This is an optimization exercise on Yosys and OpenROAD, whose aim is small area, a short achievable clock period and few clock cycles per item, not a production implementation. Where RTL was checked, it was by simulation tests only, not by an equivalence proof against the original. Power and IR drop assume default switching activity.

==> 07-19: inputs <==
// multi_64_33_9_10_16_3
module multi_64_33_9_10_16_3(clk, reset, s_data_in_x, s_valid_x, s_ready_x, m_data_out_y, m_valid_y, m_ready_y);
export LEC_CHECK = 0
export CAP_MARGIN = 20
export CORE_MARGIN = 2
export CORE_UTILIZATION = 40
export SLEW_MARGIN = 20
create_clock -name core_clock -period 10.0 [get_ports {clk}]
standard.sh (not shown) runs the stock make flow with config.mk's settings and CLKGATE_MAP_FILE= SYNTH_SCRIPT=/design/flow/synth_recipe.tcl, a recipe that flattens the netlist after the stock synthesis.
==> flow/flow/run.sh <==
#!/bin/bash
set -euo pipefail
MARGIN=$(cat flow/margin.txt)
echo "running standard.sh with SETUP_SLACK_MARGIN=$MARGIN" > flow_run.log
bash standard.sh SETUP_SLACK_MARGIN=$MARGIN finish > standard_make.log 2>&1
echo "done" >> flow_run.log
==> flow/flow/margin.txt <==
6.6
==> 01-02: changes against 07-19 <==
--- a/flow/design.v
+++ b/flow/design.v
@@ -4,40 +4,38 @@
   output logic                s_ready_x, m_valid_y;
   output logic signed [15:0]  m_data_out_y;
   logic [5:0] cnt;               
   logic       acc_in;
   assign acc_in = s_valid_x & s_ready_x;
   logic signed [15:0] x_r;
   logic       v1;
-  logic [2:0] i1;               
+  logic [5:0] i1;
   always_ff @(posedge clk) begin
     x_r <= s_data_in_x;
-    i1  <= {cnt >= 6'd49, cnt >= 6'd40, cnt[5]};
+    i1  <= cnt;
     if (reset) begin
       cnt <= 6'd0;
       v1  <= 1'b0;
     end else begin
       v1  <= acc_in;
       if (acc_in) cnt <= cnt + 6'd1;
     end
   end
   logic signed [15:0] l1_in1;    
   always_ff @(posedge clk) l1_in1 <= x_r;
   logic signed [15:0] l1_d3;
+  assign l1_d3 = (x_r <<< 1) + x_r;
   logic signed [15:0] l1_d5;
+  assign l1_d5 = (x_r <<< 2) + x_r;
   logic signed [15:0] l1_d9;
+  assign l1_d9 = (x_r <<< 3) + x_r;
   logic signed [15:0] l1_d17;
+  assign l1_d17 = (x_r <<< 4) + x_r;
   logic signed [15:0] l1_d65;
-  always_ff @(posedge clk) begin
-    l1_d3 <= (s_data_in_x <<< 1) + s_data_in_x;
-    l1_d5 <= (s_data_in_x <<< 2) + s_data_in_x;
-    l1_d9 <= (s_data_in_x <<< 3) + s_data_in_x;
-    l1_d17 <= (s_data_in_x <<< 4) + s_data_in_x;
-    l1_d65 <= (s_data_in_x <<< 6) + s_data_in_x;
-  end
+  assign l1_d65 = (x_r <<< 6) + x_r;
   logic signed [15:0] l1_m3, l1_f3;
   assign l1_m3 = l1_d3;
   logic signed [15:0] l1_m9, l1_f9;
   assign l1_m9 = l1_d9;
   logic signed [15:0] l1_m13, l1_f13;
   assign l1_m13 = x_r + (l1_d3 <<< 2);
   logic signed [15:0] l1_m17, l1_f17;
@@ -293,23 +291,23 @@
       l1_s[30] <= (l1_t[29][16] != l1_t[29][15]) ? (l1_t[29][16] ? 16'h8000 : 16'h7fff) : l1_t[29][15:0];
       l1_s[31] <= (l1_t[30][16] != l1_t[30][15]) ? (l1_t[30][16] ? 16'h8000 : 16'h7fff) : l1_t[30][15:0];
       l1_s[32] <= (l1_t[31][16] != l1_t[31][15]) ? (l1_t[31][16] ? 16'h8000 : 16'h7fff) : l1_t[31][15:0];
     end
   end
   logic [14:0] l1_y;    
   assign l1_y = l1_t[32][16] ? 15'd0 : (l1_t[32][15] ? 15'h7fff : l1_t[32][14:0]);
-  logic [2:0] i2;
+  logic [5:0] i2;
   always_ff @(posedge clk) i2 <= i1;
   logic [14:0] b_r;
   logic bv;
-  logic [1:0] bi;
+  logic [4:0] bi;
   always_ff @(posedge clk) begin
     b_r <= l1_y;
-    bi <= i2[2:1];
-    bv <= reset ? 1'b0 : (l1_va & i2[0]);
+    bi <= i2[4:0];
+    bv <= reset ? 1'b0 : (l1_va & i2[5]);
   end
   logic signed [15:0] bx;
   assign bx = {1'b0, b_r};
   logic signed [15:0] l2_d3;
   assign l2_d3 = (bx <<< 1) + bx;
   logic signed [15:0] l2_d5;
   assign l2_d5 = (bx <<< 2) + bx;
@@ -391,23 +389,23 @@
       l2_s4 <= (l2_s3[15] & ~l2_r3[15]) ? 16'h8000 : (l2_r3[15:0]);
       l2_s5 <= l2_r4[15:0];
       l2_s6 <= (l2_s5[15] & ~l2_r5[15]) ? 16'h8000 : (l2_r5[15:0]);
       l2_s7 <= (l2_s6[15] & ~l2_r6[15]) ? 16'h8000 : (l2_r6[15:0]);
       l2_s8 <= (l2_s7[15] & ~l2_r7[15]) ? 16'h8000 : (l2_r7[15:0]);
     end
   end
-  logic [1:0] bi3;
+  logic [4:0] bi3;
   always_ff @(posedge clk) bi3 <= bi;
   logic [14:0] c_r;
   logic cv;
-  logic ci;
+  logic [4:0] ci;
   always_ff @(posedge clk) begin
     c_r <= l2_y;
-    ci <= bi3[1];
-    cv <= reset ? 1'b0 : (l2_va & bi3[0]);
+    ci <= bi3 - 5'd8;
+    cv <= reset ? 1'b0 : (l2_va & (bi3 >= 5'd8));
   end
   logic signed [15:0] cx;
   assign cx = {1'b0, c_r};
   logic signed [15:0] l3_in1;
   always_ff @(posedge clk) l3_in1 <= cx;
   logic signed [15:0] l3_d5;
   assign l3_d5 = (cx <<< 2) + cx;
@@ -493,18 +491,18 @@
       l3_s5 <= (~1'b0 & l3_r4[15]) ? 15'h7fff : l3_r4[14:0];
       l3_s6 <= (~1'b0 & l3_r5[15]) ? 15'h7fff : l3_r5[14:0];
       l3_s7 <= (~1'b0 & l3_r6[15]) ? 15'h7fff : l3_r6[14:0];
       l3_s8 <= l3_r7[15:0];
       l3_s9 <= (l3_s8[15] & ~l3_r8[15]) ? 16'h8000 : (l3_r8[15:0]);
     end
   end
-  logic ci5;
+  logic [4:0] ci5;
   always_ff @(posedge clk) ci5 <= ci;
   logic       push;
-  assign push = l3_va & ci5;
+  assign push = l3_va & (ci5 >= 5'd9);
   logic [6:0][14:0] q;
   logic [2:0] wp, rp;
   logic [3:0] qn;
   logic [3:0] pend, pend_n;
   logic [14:0] out_r;
   logic        out_v, pop;
   logic [5:0]  cnt_n;
==> flow/run.sh (new file) <==
#!/bin/bash
# synth_recipe.tcl (not shown) runs the flow's synth.tcl, then flattens the netlist and writes it again
# the make line also repeats each setting of config.mk as NAME=value (left out here)
make -C /OpenROAD-flow-scripts/flow DESIGN_CONFIG=/design/flow/config.mk WORK_HOME=/design/flow/orfs CLKGATE_MAP_FILE= SYNTH_SCRIPT=/design/flow/synth_recipe.tcl finish
CORE_UTILIZATION = 60   (was 40)
CTS_BUF_LIST = sky130_fd_sc_hd__clkbuf_8   (was not set)
CTS_CLUSTER_SIZE = 20   (was not set)
SETUP_SLACK_MARGIN = 5   (was not set)
removed: flow/flow/run.sh
removed: flow/flow/margin.txt
removed: flow/standard.sh
==> 10-01: changes against 07-19 <==
--- a/flow/design.v
+++ b/flow/design.v
@@ -19,25 +19,23 @@
       v1  <= acc_in;
       if (acc_in) cnt <= cnt + 6'd1;
     end
   end
   logic signed [15:0] l1_in1;    
   always_ff @(posedge clk) l1_in1 <= x_r;
   logic signed [15:0] l1_d3;
+  assign l1_d3 = (x_r <<< 1) + x_r;
   logic signed [15:0] l1_d5;
+  assign l1_d5 = (x_r <<< 2) + x_r;
   logic signed [15:0] l1_d9;
+  assign l1_d9 = (x_r <<< 3) + x_r;
   logic signed [15:0] l1_d17;
+  assign l1_d17 = (x_r <<< 4) + x_r;
   logic signed [15:0] l1_d65;
-  always_ff @(posedge clk) begin
-    l1_d3 <= (s_data_in_x <<< 1) + s_data_in_x;
-    l1_d5 <= (s_data_in_x <<< 2) + s_data_in_x;
-    l1_d9 <= (s_data_in_x <<< 3) + s_data_in_x;
-    l1_d17 <= (s_data_in_x <<< 4) + s_data_in_x;
-    l1_d65 <= (s_data_in_x <<< 6) + s_data_in_x;
-  end
+  assign l1_d65 = (x_r <<< 6) + x_r;
   logic signed [15:0] l1_m3, l1_f3;
   assign l1_m3 = l1_d3;
   logic signed [15:0] l1_m9, l1_f9;
   assign l1_m9 = l1_d9;
   logic signed [15:0] l1_m13, l1_f13;
   assign l1_m13 = x_r + (l1_d3 <<< 2);
   logic signed [15:0] l1_m17, l1_f17;
==> flow/flow/margin.txt (replaced) <==
6.3
==> summary of the runs <==
- The highest synthesized area belongs to 01-02, the lowest to 10-01.
- Power, lowest first: 01-02, 07-19, 10-01.
- Clock skew: 10-01 < 01-02 < 07-19.
- 10-01 finished clean. 07-19 ran to the end with no violations. 01-02 completed without violations.
- In 07-19 the sequential power is larger than in 01-02, by about 2%.
- The lowest maximum frequency belongs to 01-02, the highest to 07-19.
- Against 07-19, the clock power of 01-02 is lower by 9.2%.
- Routed wire length: 10-01 > 07-19 > 01-02.
- Via count: 01-02 < 10-01 < 07-19.
- Hold slack: 10-01 is better than 07-19 (2.2 ps).
- In 10-01 the first-iteration DRC count is higher than in 01-02, by about 3%.
Testbench counts of 07-19, summed over its fixed seeds: cycles 5,176, frames 80.
Testbench counts of 10-01, summed over its fixed seeds: cycles 5,176, frames 80.
Function not checked in 01-02: the RTL went through the layout flow alone.


==> 05-17: inputs <==
RTL: one of the versions met above, not the one the previous note started from.
clock: 10.0 ns
lec_check: 0
cap_margin: 20
core_margin: 2
core_utilization: 40
cts_cluster_size: 28
slew_margin: 20
==> flow/flow/run.sh <==
#!/bin/bash
set -euo pipefail
MARGIN=$(cat flow/margin.txt)
echo "running standard.sh with SETUP_SLACK_MARGIN=$MARGIN" > flow_run.log
bash standard.sh SETUP_SLACK_MARGIN=$MARGIN finish > standard_make.log 2>&1
echo "done" >> flow_run.log
==> flow/flow/margin.txt <==
5.6
==> 03-15 (differences from 05-17) <==
--- a/flow/design.v
+++ b/flow/design.v
@@ -20,21 +20,23 @@
       if (acc_in) cnt <= cnt + 6'd1;
     end
   end
   logic signed [15:0] l1_in1;    
   always_ff @(posedge clk) l1_in1 <= x_r;
   logic signed [15:0] l1_d3;
-  assign l1_d3 = (x_r <<< 1) + x_r;
   logic signed [15:0] l1_d5;
-  assign l1_d5 = (x_r <<< 2) + x_r;
   logic signed [15:0] l1_d9;
-  assign l1_d9 = (x_r <<< 3) + x_r;
   logic signed [15:0] l1_d17;
-  assign l1_d17 = (x_r <<< 4) + x_r;
   logic signed [15:0] l1_d65;
-  assign l1_d65 = (x_r <<< 6) + x_r;
+  always_ff @(posedge clk) begin
+    l1_d3 <= (s_data_in_x <<< 1) + s_data_in_x;
+    l1_d5 <= (s_data_in_x <<< 2) + s_data_in_x;
+    l1_d9 <= (s_data_in_x <<< 3) + s_data_in_x;
+    l1_d17 <= (s_data_in_x <<< 4) + s_data_in_x;
+    l1_d65 <= (s_data_in_x <<< 6) + s_data_in_x;
+  end
   logic signed [15:0] l1_m3, l1_f3;
   assign l1_m3 = l1_d3;
   logic signed [15:0] l1_m9, l1_f9;
   assign l1_m9 = l1_d9;
   logic signed [15:0] l1_m13, l1_f13;
   assign l1_m13 = x_r + (l1_d3 <<< 2);
==> flow/flow/margin.txt (replaced) <==
6.0
CORE_UTILIZATION = 55   (was 40)
CTS_CLUSTER_SIZE = unset   (was 28)
==> 01-19 (differences from 05-17) <==
--- a/flow/design.v
+++ b/flow/design.v
@@ -20,21 +20,23 @@
       if (acc_in) cnt <= cnt + 6'd1;
     end
   end
   logic signed [15:0] l1_in1;    
   always_ff @(posedge clk) l1_in1 <= x_r;
   logic signed [15:0] l1_d3;
-  assign l1_d3 = (x_r <<< 1) + x_r;
   logic signed [15:0] l1_d5;
-  assign l1_d5 = (x_r <<< 2) + x_r;
   logic signed [15:0] l1_d9;
-  assign l1_d9 = (x_r <<< 3) + x_r;
   logic signed [15:0] l1_d17;
-  assign l1_d17 = (x_r <<< 4) + x_r;
   logic signed [15:0] l1_d65;
-  assign l1_d65 = (x_r <<< 6) + x_r;
+  always_ff @(posedge clk) begin
+    l1_d3 <= (s_data_in_x <<< 1) + s_data_in_x;
+    l1_d5 <= (s_data_in_x <<< 2) + s_data_in_x;
+    l1_d9 <= (s_data_in_x <<< 3) + s_data_in_x;
+    l1_d17 <= (s_data_in_x <<< 4) + s_data_in_x;
+    l1_d65 <= (s_data_in_x <<< 6) + s_data_in_x;
+  end
   logic signed [15:0] l1_m3, l1_f3;
   assign l1_m3 = l1_d3;
   logic signed [15:0] l1_m9, l1_f9;
   assign l1_m9 = l1_d9;
   logic signed [15:0] l1_m13, l1_f13;
   assign l1_m13 = x_r + (l1_d3 <<< 2);
==> flow/flow/margin.txt (replaced) <==
6.0
CTS_CLUSTER_SIZE = unset   (was 28)
==> flow_metrics.py <==
metrics = {
    "outcome": {
        "status": "no timing/DRC/antenna violations",
    },
    "place": {
        "place.gp.congestion": 0.9579,
    },
    "final_layout": {
        "multi_input_gates": 9225,
    },
    "synthesis": {
        "synth_compound_area_share_pct": 18.58,
    },
    "power_and_ir_drop": {
        "p_int_mw": 21.11,
    },
    "global_route": {
        "use_met3_pct": 3.433,
    },
    "worst_setup_path": {
        "startpoint": "x_r[0]$_DFF_P_",
    },
    "die": {
        "taps": 3705,
    },
    "clocking": {
        "cts_made_buffers": 189,
    },
    "sta": {
        "finalCritPeriodShare_pct": 44.73,
    },
}
That was 05-17.
==> flow_metrics.py <==
metrics = {
    "final_layout": {
        "multi_input_gates": 9104,
        "largest_class": "multi-input gates",
        "clkbuf_count": 257,
    },
    "detailed_routing": {
        "postRouteAntennaNets": 0,
        "wl_met1_um": 155400,
        "drc": 0,
    },
    "worst_setup_path": {
        "startpoint": "c_r[0]$_SDFF_PP1_",
        "worstPathArrival_ns": 4.73,
    },
    "sta": {
        "finalSetupTns_ns": 0,
        "finalCritPeriodShare_pct": 39.79,
    },
    "synthesis": {
        "synthMuxAreaShare_pct": 0.9468,
        "synth_compound_area_share_pct": 18.72,
    },
    "place": {
        "hpwl_um": 270100,
        "place.gp.congestion": 0.9580,
    },
    "outcome": {
        "status": "no timing/DRC/antenna violations",
    },
    "power_and_ir_drop": {
        "p_int_mw": 20.52,
    },
    "clocking": {
        "cts_made_buffers": 192,
    },
    "global_route": {
        "use_met3_pct": 3.328,
    },
}
That was 01-19.
==> flow_metrics.py <==
metrics = {
    "sta": {
        "finalCritPeriodShare_pct": 40.37,
    },
    "synthesis": {
        "synthesis.instances": 11780,
        "synth_compound_area_share_pct": 18.72,
    },
    "global_route": {
        "use_met3_pct": 5.906,
    },
    "place": {
        "place.gp.congestion": 1.006,
    },
    "die": {
        "coreArea_um2": 201900,
    },
    "outcome": {
        "status": "no timing/DRC/antenna violations",
    },
    "worst_setup_path": {
        "path_buf_inv": 2,
    },
    "hold_path": {
        "hp-start": "i1[1]$_DFF_P_",
    },
    "power_and_ir_drop": {
        "p_int_mw": 20.43,
    },
}
That was 03-15.
Testbench counts of 05-17, summed over its fixed seeds: cycles 5,176, frames 80.
Testbench counts of 03-15, summed over its fixed seeds: cycles 5,176, frames 80.
Testbench counts of 01-19, summed over its fixed seeds: cycles 5,176, frames 80.


==> 03-11 <==
RTL: one of the versions met above, not the one the previous note started from.
clock: 10.0 ns
lec_check: 0
cap_margin: 20
core_margin: 2
core_utilization: 40
setup_slack_margin: 5
slew_margin: 20
run.sh (not shown) runs the stock make flow with config.mk's settings and CLKGATE_MAP_FILE= SYNTH_SCRIPT=/design/flow/synth_recipe.tcl, a recipe that flattens the netlist after the stock synthesis.
Stock flow here: none of the scripts above is used.
==> 07-21: changes against 03-11 <==
==> flow/flow/run.sh (new file) <==
#!/bin/bash
set -euo pipefail
MARGIN=$(cat flow/margin.txt)
echo "running standard.sh with SETUP_SLACK_MARGIN=$MARGIN" > flow_run.log
bash standard.sh SETUP_SLACK_MARGIN=$MARGIN finish > standard_make.log 2>&1
echo "done" >> flow_run.log
==> flow/flow/margin.txt (new file) <==
5.6
==> flow/standard.sh (new file) <==
#!/bin/bash
# synth_recipe.tcl (not shown) runs the flow's synth.tcl, then flattens the netlist and writes it again
# the make line also repeats each setting of config.mk as NAME=value (left out here)
make -C /OpenROAD-flow-scripts/flow DESIGN_CONFIG=/design/flow/config.mk WORK_HOME=/design/flow/orfs CLKGATE_MAP_FILE= SYNTH_SCRIPT=/design/flow/synth_recipe.tcl "${@:-finish}"
SETUP_SLACK_MARGIN = default   (was 5)
removed: flow/run.sh
==> 09-19: changes against 03-11 <==
--- a/flow/design.v
+++ b/flow/design.v
@@ -4,38 +4,40 @@
   output logic                s_ready_x, m_valid_y;
   output logic signed [15:0]  m_data_out_y;
   logic [5:0] cnt;               
   logic       acc_in;
   assign acc_in = s_valid_x & s_ready_x;
   logic signed [15:0] x_r;
   logic       v1;
-  logic [5:0] i1;
+  logic [2:0] i1;               
   always_ff @(posedge clk) begin
     x_r <= s_data_in_x;
-    i1  <= cnt;
+    i1  <= {cnt >= 6'd49, cnt >= 6'd40, cnt[5]};
     if (reset) begin
       cnt <= 6'd0;
       v1  <= 1'b0;
     end else begin
       v1  <= acc_in;
       if (acc_in) cnt <= cnt + 6'd1;
     end
   end
   logic signed [15:0] l1_in1;    
   always_ff @(posedge clk) l1_in1 <= x_r;
   logic signed [15:0] l1_d3;
-  assign l1_d3 = (x_r <<< 1) + x_r;
   logic signed [15:0] l1_d5;
-  assign l1_d5 = (x_r <<< 2) + x_r;
   logic signed [15:0] l1_d9;
-  assign l1_d9 = (x_r <<< 3) + x_r;
   logic signed [15:0] l1_d17;
-  assign l1_d17 = (x_r <<< 4) + x_r;
   logic signed [15:0] l1_d65;
-  assign l1_d65 = (x_r <<< 6) + x_r;
+  always_ff @(posedge clk) begin
+    l1_d3 <= (s_data_in_x <<< 1) + s_data_in_x;
+    l1_d5 <= (s_data_in_x <<< 2) + s_data_in_x;
+    l1_d9 <= (s_data_in_x <<< 3) + s_data_in_x;
+    l1_d17 <= (s_data_in_x <<< 4) + s_data_in_x;
+    l1_d65 <= (s_data_in_x <<< 6) + s_data_in_x;
+  end
   logic signed [15:0] l1_m3, l1_f3;
   assign l1_m3 = l1_d3;
   logic signed [15:0] l1_m9, l1_f9;
   assign l1_m9 = l1_d9;
   logic signed [15:0] l1_m13, l1_f13;
   assign l1_m13 = x_r + (l1_d3 <<< 2);
   logic signed [15:0] l1_m17, l1_f17;
@@ -291,23 +293,23 @@
       l1_s[30] <= (l1_t[29][16] != l1_t[29][15]) ? (l1_t[29][16] ? 16'h8000 : 16'h7fff) : l1_t[29][15:0];
       l1_s[31] <= (l1_t[30][16] != l1_t[30][15]) ? (l1_t[30][16] ? 16'h8000 : 16'h7fff) : l1_t[30][15:0];
       l1_s[32] <= (l1_t[31][16] != l1_t[31][15]) ? (l1_t[31][16] ? 16'h8000 : 16'h7fff) : l1_t[31][15:0];
     end
   end
   logic [14:0] l1_y;    
   assign l1_y = l1_t[32][16] ? 15'd0 : (l1_t[32][15] ? 15'h7fff : l1_t[32][14:0]);
-  logic [5:0] i2;
+  logic [2:0] i2;
   always_ff @(posedge clk) i2 <= i1;
   logic [14:0] b_r;
   logic bv;
-  logic [4:0] bi;
+  logic [1:0] bi;
   always_ff @(posedge clk) begin
     b_r <= l1_y;
-    bi <= i2[4:0];
-    bv <= reset ? 1'b0 : (l1_va & i2[5]);
+    bi <= i2[2:1];
+    bv <= reset ? 1'b0 : (l1_va & i2[0]);
   end
   logic signed [15:0] bx;
   assign bx = {1'b0, b_r};
   logic signed [15:0] l2_d3;
   assign l2_d3 = (bx <<< 1) + bx;
   logic signed [15:0] l2_d5;
   assign l2_d5 = (bx <<< 2) + bx;
@@ -389,23 +391,23 @@
       l2_s4 <= (l2_s3[15] & ~l2_r3[15]) ? 16'h8000 : (l2_r3[15:0]);
       l2_s5 <= l2_r4[15:0];
       l2_s6 <= (l2_s5[15] & ~l2_r5[15]) ? 16'h8000 : (l2_r5[15:0]);
       l2_s7 <= (l2_s6[15] & ~l2_r6[15]) ? 16'h8000 : (l2_r6[15:0]);
       l2_s8 <= (l2_s7[15] & ~l2_r7[15]) ? 16'h8000 : (l2_r7[15:0]);
     end
   end
-  logic [4:0] bi3;
+  logic [1:0] bi3;
   always_ff @(posedge clk) bi3 <= bi;
   logic [14:0] c_r;
   logic cv;
-  logic [4:0] ci;
+  logic ci;
   always_ff @(posedge clk) begin
     c_r <= l2_y;
-    ci <= bi3 - 5'd8;
-    cv <= reset ? 1'b0 : (l2_va & (bi3 >= 5'd8));
+    ci <= bi3[1];
+    cv <= reset ? 1'b0 : (l2_va & bi3[0]);
   end
   logic signed [15:0] cx;
   assign cx = {1'b0, c_r};
   logic signed [15:0] l3_in1;
   always_ff @(posedge clk) l3_in1 <= cx;
   logic signed [15:0] l3_d5;
   assign l3_d5 = (cx <<< 2) + cx;
@@ -491,18 +493,18 @@
       l3_s5 <= (~1'b0 & l3_r4[15]) ? 15'h7fff : l3_r4[14:0];
       l3_s6 <= (~1'b0 & l3_r5[15]) ? 15'h7fff : l3_r5[14:0];
       l3_s7 <= (~1'b0 & l3_r6[15]) ? 15'h7fff : l3_r6[14:0];
       l3_s8 <= l3_r7[15:0];
       l3_s9 <= (l3_s8[15] & ~l3_r8[15]) ? 16'h8000 : (l3_r8[15:0]);
     end
   end
-  logic [4:0] ci5;
+  logic ci5;
   always_ff @(posedge clk) ci5 <= ci;
   logic       push;
-  assign push = l3_va & (ci5 >= 5'd9);
+  assign push = l3_va & ci5;
   logic [6:0][14:0] q;
   logic [2:0] wp, rp;
   logic [3:0] qn;
   logic [3:0] pend, pend_n;
   logic [14:0] out_r;
   logic        out_v, pop;
   logic [5:0]  cnt_n;
==> flow/flow/run.sh (new file) <==
#!/bin/bash
set -euo pipefail
MARGIN=$(cat flow/margin.txt)
echo "running standard.sh with SETUP_SLACK_MARGIN=$MARGIN" > flow_run.log
bash standard.sh SETUP_SLACK_MARGIN=$MARGIN finish > standard_make.log 2>&1
echo "done" >> flow_run.log
==> flow/flow/margin.txt (new file) <==
6.3
==> flow/standard.sh (new file) <==
#!/bin/bash
# synth_recipe.tcl (not shown) runs the flow's synth.tcl, then flattens the netlist and writes it again
# the make line also repeats each setting of config.mk as NAME=value (left out here)
make -C /OpenROAD-flow-scripts/flow DESIGN_CONFIG=/design/flow/config.mk WORK_HOME=/design/flow/orfs CLKGATE_MAP_FILE= SYNTH_SCRIPT=/design/flow/synth_recipe.tcl "${@:-finish}"
SETUP_SLACK_MARGIN = default   (was 5)
removed: flow/run.sh
==> 02-23: changes against 03-11 <==
--- a/flow/design.v
+++ b/flow/design.v
@@ -4,18 +4,18 @@
   output logic                s_ready_x, m_valid_y;
   output logic signed [15:0]  m_data_out_y;
   logic [5:0] cnt;               
   logic       acc_in;
   assign acc_in = s_valid_x & s_ready_x;
   logic signed [15:0] x_r;
   logic       v1;
-  logic [5:0] i1;
+  logic [2:0] i1;               
   always_ff @(posedge clk) begin
     x_r <= s_data_in_x;
-    i1  <= cnt;
+    i1  <= {cnt >= 6'd49, cnt >= 6'd40, cnt[5]};
     if (reset) begin
       cnt <= 6'd0;
       v1  <= 1'b0;
     end else begin
       v1  <= acc_in;
       if (acc_in) cnt <= cnt + 6'd1;
     end
@@ -291,23 +291,23 @@
       l1_s[30] <= (l1_t[29][16] != l1_t[29][15]) ? (l1_t[29][16] ? 16'h8000 : 16'h7fff) : l1_t[29][15:0];
       l1_s[31] <= (l1_t[30][16] != l1_t[30][15]) ? (l1_t[30][16] ? 16'h8000 : 16'h7fff) : l1_t[30][15:0];
       l1_s[32] <= (l1_t[31][16] != l1_t[31][15]) ? (l1_t[31][16] ? 16'h8000 : 16'h7fff) : l1_t[31][15:0];
     end
   end
   logic [14:0] l1_y;    
   assign l1_y = l1_t[32][16] ? 15'd0 : (l1_t[32][15] ? 15'h7fff : l1_t[32][14:0]);
-  logic [5:0] i2;
+  logic [2:0] i2;
   always_ff @(posedge clk) i2 <= i1;
   logic [14:0] b_r;
   logic bv;
-  logic [4:0] bi;
+  logic [1:0] bi;
   always_ff @(posedge clk) begin
     b_r <= l1_y;
-    bi <= i2[4:0];
-    bv <= reset ? 1'b0 : (l1_va & i2[5]);
+    bi <= i2[2:1];
+    bv <= reset ? 1'b0 : (l1_va & i2[0]);
   end
   logic signed [15:0] bx;
   assign bx = {1'b0, b_r};
   logic signed [15:0] l2_d3;
   assign l2_d3 = (bx <<< 1) + bx;
   logic signed [15:0] l2_d5;
   assign l2_d5 = (bx <<< 2) + bx;
@@ -389,23 +389,23 @@
       l2_s4 <= (l2_s3[15] & ~l2_r3[15]) ? 16'h8000 : (l2_r3[15:0]);
       l2_s5 <= l2_r4[15:0];
       l2_s6 <= (l2_s5[15] & ~l2_r5[15]) ? 16'h8000 : (l2_r5[15:0]);
       l2_s7 <= (l2_s6[15] & ~l2_r6[15]) ? 16'h8000 : (l2_r6[15:0]);
       l2_s8 <= (l2_s7[15] & ~l2_r7[15]) ? 16'h8000 : (l2_r7[15:0]);
     end
   end
-  logic [4:0] bi3;
+  logic [1:0] bi3;
   always_ff @(posedge clk) bi3 <= bi;
   logic [14:0] c_r;
   logic cv;
-  logic [4:0] ci;
+  logic ci;
   always_ff @(posedge clk) begin
     c_r <= l2_y;
-    ci <= bi3 - 5'd8;
-    cv <= reset ? 1'b0 : (l2_va & (bi3 >= 5'd8));
+    ci <= bi3[1];
+    cv <= reset ? 1'b0 : (l2_va & bi3[0]);
   end
   logic signed [15:0] cx;
   assign cx = {1'b0, c_r};
   logic signed [15:0] l3_in1;
   always_ff @(posedge clk) l3_in1 <= cx;
   logic signed [15:0] l3_d5;
   assign l3_d5 = (cx <<< 2) + cx;
@@ -491,18 +491,18 @@
       l3_s5 <= (~1'b0 & l3_r4[15]) ? 15'h7fff : l3_r4[14:0];
       l3_s6 <= (~1'b0 & l3_r5[15]) ? 15'h7fff : l3_r5[14:0];
       l3_s7 <= (~1'b0 & l3_r6[15]) ? 15'h7fff : l3_r6[14:0];
       l3_s8 <= l3_r7[15:0];
       l3_s9 <= (l3_s8[15] & ~l3_r8[15]) ? 16'h8000 : (l3_r8[15:0]);
     end
   end
-  logic [4:0] ci5;
+  logic ci5;
   always_ff @(posedge clk) ci5 <= ci;
   logic       push;
-  assign push = l3_va & (ci5 >= 5'd9);
+  assign push = l3_va & ci5;
   logic [6:0][14:0] q;
   logic [2:0] wp, rp;
   logic [3:0] qn;
   logic [3:0] pend, pend_n;
   logic [14:0] out_r;
   logic        out_v, pop;
   logic [5:0]  cnt_n;
==> flow/flow/run.sh (new file) <==
#!/bin/bash
set -euo pipefail
MARGIN=$(cat flow/margin.txt)
echo "running standard.sh with SETUP_SLACK_MARGIN=$MARGIN" > flow_run.log
bash standard.sh SETUP_SLACK_MARGIN=$MARGIN finish > standard_make.log 2>&1
echo "done" >> flow_run.log
==> flow/flow/margin.txt (new file) <==
6.0
==> flow/standard.sh (new file) <==
#!/bin/bash
# synth_recipe.tcl (not shown) runs the flow's synth.tcl, then flattens the netlist and writes it again
# the make line also repeats each setting of config.mk as NAME=value (left out here)
make -C /OpenROAD-flow-scripts/flow DESIGN_CONFIG=/design/flow/config.mk WORK_HOME=/design/flow/orfs CLKGATE_MAP_FILE= SYNTH_SCRIPT=/design/flow/synth_recipe.tcl "${@:-finish}"
SETUP_SLACK_MARGIN = default   (was 5)
removed: flow/run.sh
==> comparison table <==
|  | 02-23 | 03-11 | 07-21 | 09-19 |
|---|---|---|---|---|
| Post-CTS sizing | 452 | 61 | 167 | 499 |
| Vias in the first global route | 88,770 | 87,750 | 87,890 | 87,700 |
| P_int | 0.02174 W | 0.02071 W | 0.02097 W | 0.02182 W |
| Result of the run | complete, no violations | complete, no violations | complete, no violations | complete, no violations |
| TritonCTS buffer count | 187 | 193 | 188 | 195 |
| Endpoint of the worst register-to-register path | l1_f181[15] | l1_f165[14] | l1_f205[15] | l1_s[93] |
| Synth Area per Inst | 9.350 um2 | 9.398 um2 | 9.398 um2 | 9.482 um2 |
| Routing usage on met3 | 3.472% | 3.671% | 3.023% | 3.794% |
| Reg2reg start | x_r[2] | x_r[0] | x_r[2] | l1_neg |
| Number of buffer and inverter stages on the critical path | 5 | 3 | 3 | 7 |
| Total Die Area | 280,900 um2 | 284,200 um2 | 284,200 um2 | 283,400 um2 |
| Worst endpoint data arrival time | 4940 ps | 5640 ps | 5200 ps | 4490 ps |
| Met2 routed wirelength | 168,500 um | 169,200 um | 172,200 um | 163,400 um |
| Overall track demand over capacity in global routing | 25.30% | 24.71% | 25.32% | 24.14% |
| Tap cell count | 3,705 | 3,724 | 3,724 | 3,705 |
Testbench counts of 09-19, summed over its fixed seeds: cycles 5,176, frames 80.
Testbench counts of 02-23, summed over its fixed seeds: cycles 5,176, frames 80.
Only the layout flow was run in 03-11 and 07-21; the RTL was not checked for function there.

## re-timing with driven ports
Ports are ideal in the flow. The routed layouts listed here were re-timed in OpenROAD. Step 1: set_driving_cell puts a clkbuf_16 on clk and a buf_2 on each other input, an assumption about the parent block. Step 2 also shifts input and output timing later by t, the mid clock arrival at the registers, as if the neighbouring blocks saw the same clock. Slacks: no drivers / after step 1 / after step 2; pairs: no drivers / after step 1.
run	t (ns)	setup slack, ns	worst register clock-pin slew, ns	worst data-port slew with drivers (ns)	pins driven straight from the clock port
07-19	0.958	6.151 / 6.151 / 5.705	0.07 / 0.07	0.06	1
01-02	1.120	5.043 / 5.043 / 5.043	0.08 / 0.08	0.04	1
10-01	0.966	5.793 / 5.793 / 5.535	0.07 / 0.07	0.05	1
05-17	0.966	5.527 / 5.527 / 5.144	0.07 / 0.07	0.05	1
03-15	0.936	5.963 / 5.963 / 5.282	0.07 / 0.07	0.08	1
01-19	0.945	6.021 / 6.021 / 5.288	0.07 / 0.07	0.03	1
03-11	0.962	5.118 / 5.118 / 5.118	0.07 / 0.07	0.04	1
07-21	0.974	5.585 / 5.585 / 5.202	0.07 / 0.07	0.04	1
09-19	0.961	6.110 / 6.110 / 5.547	0.07 / 0.07	0.04	1
02-23	0.964	5.804 / 5.804 / 5.242	0.07 / 0.07	0.06	1
After both steps setup and hold are still met in every run listed. For 01-19, which loses most, drivers alone change the setup slack by 0.000 ns; drivers and shift together by -0.733 ns.
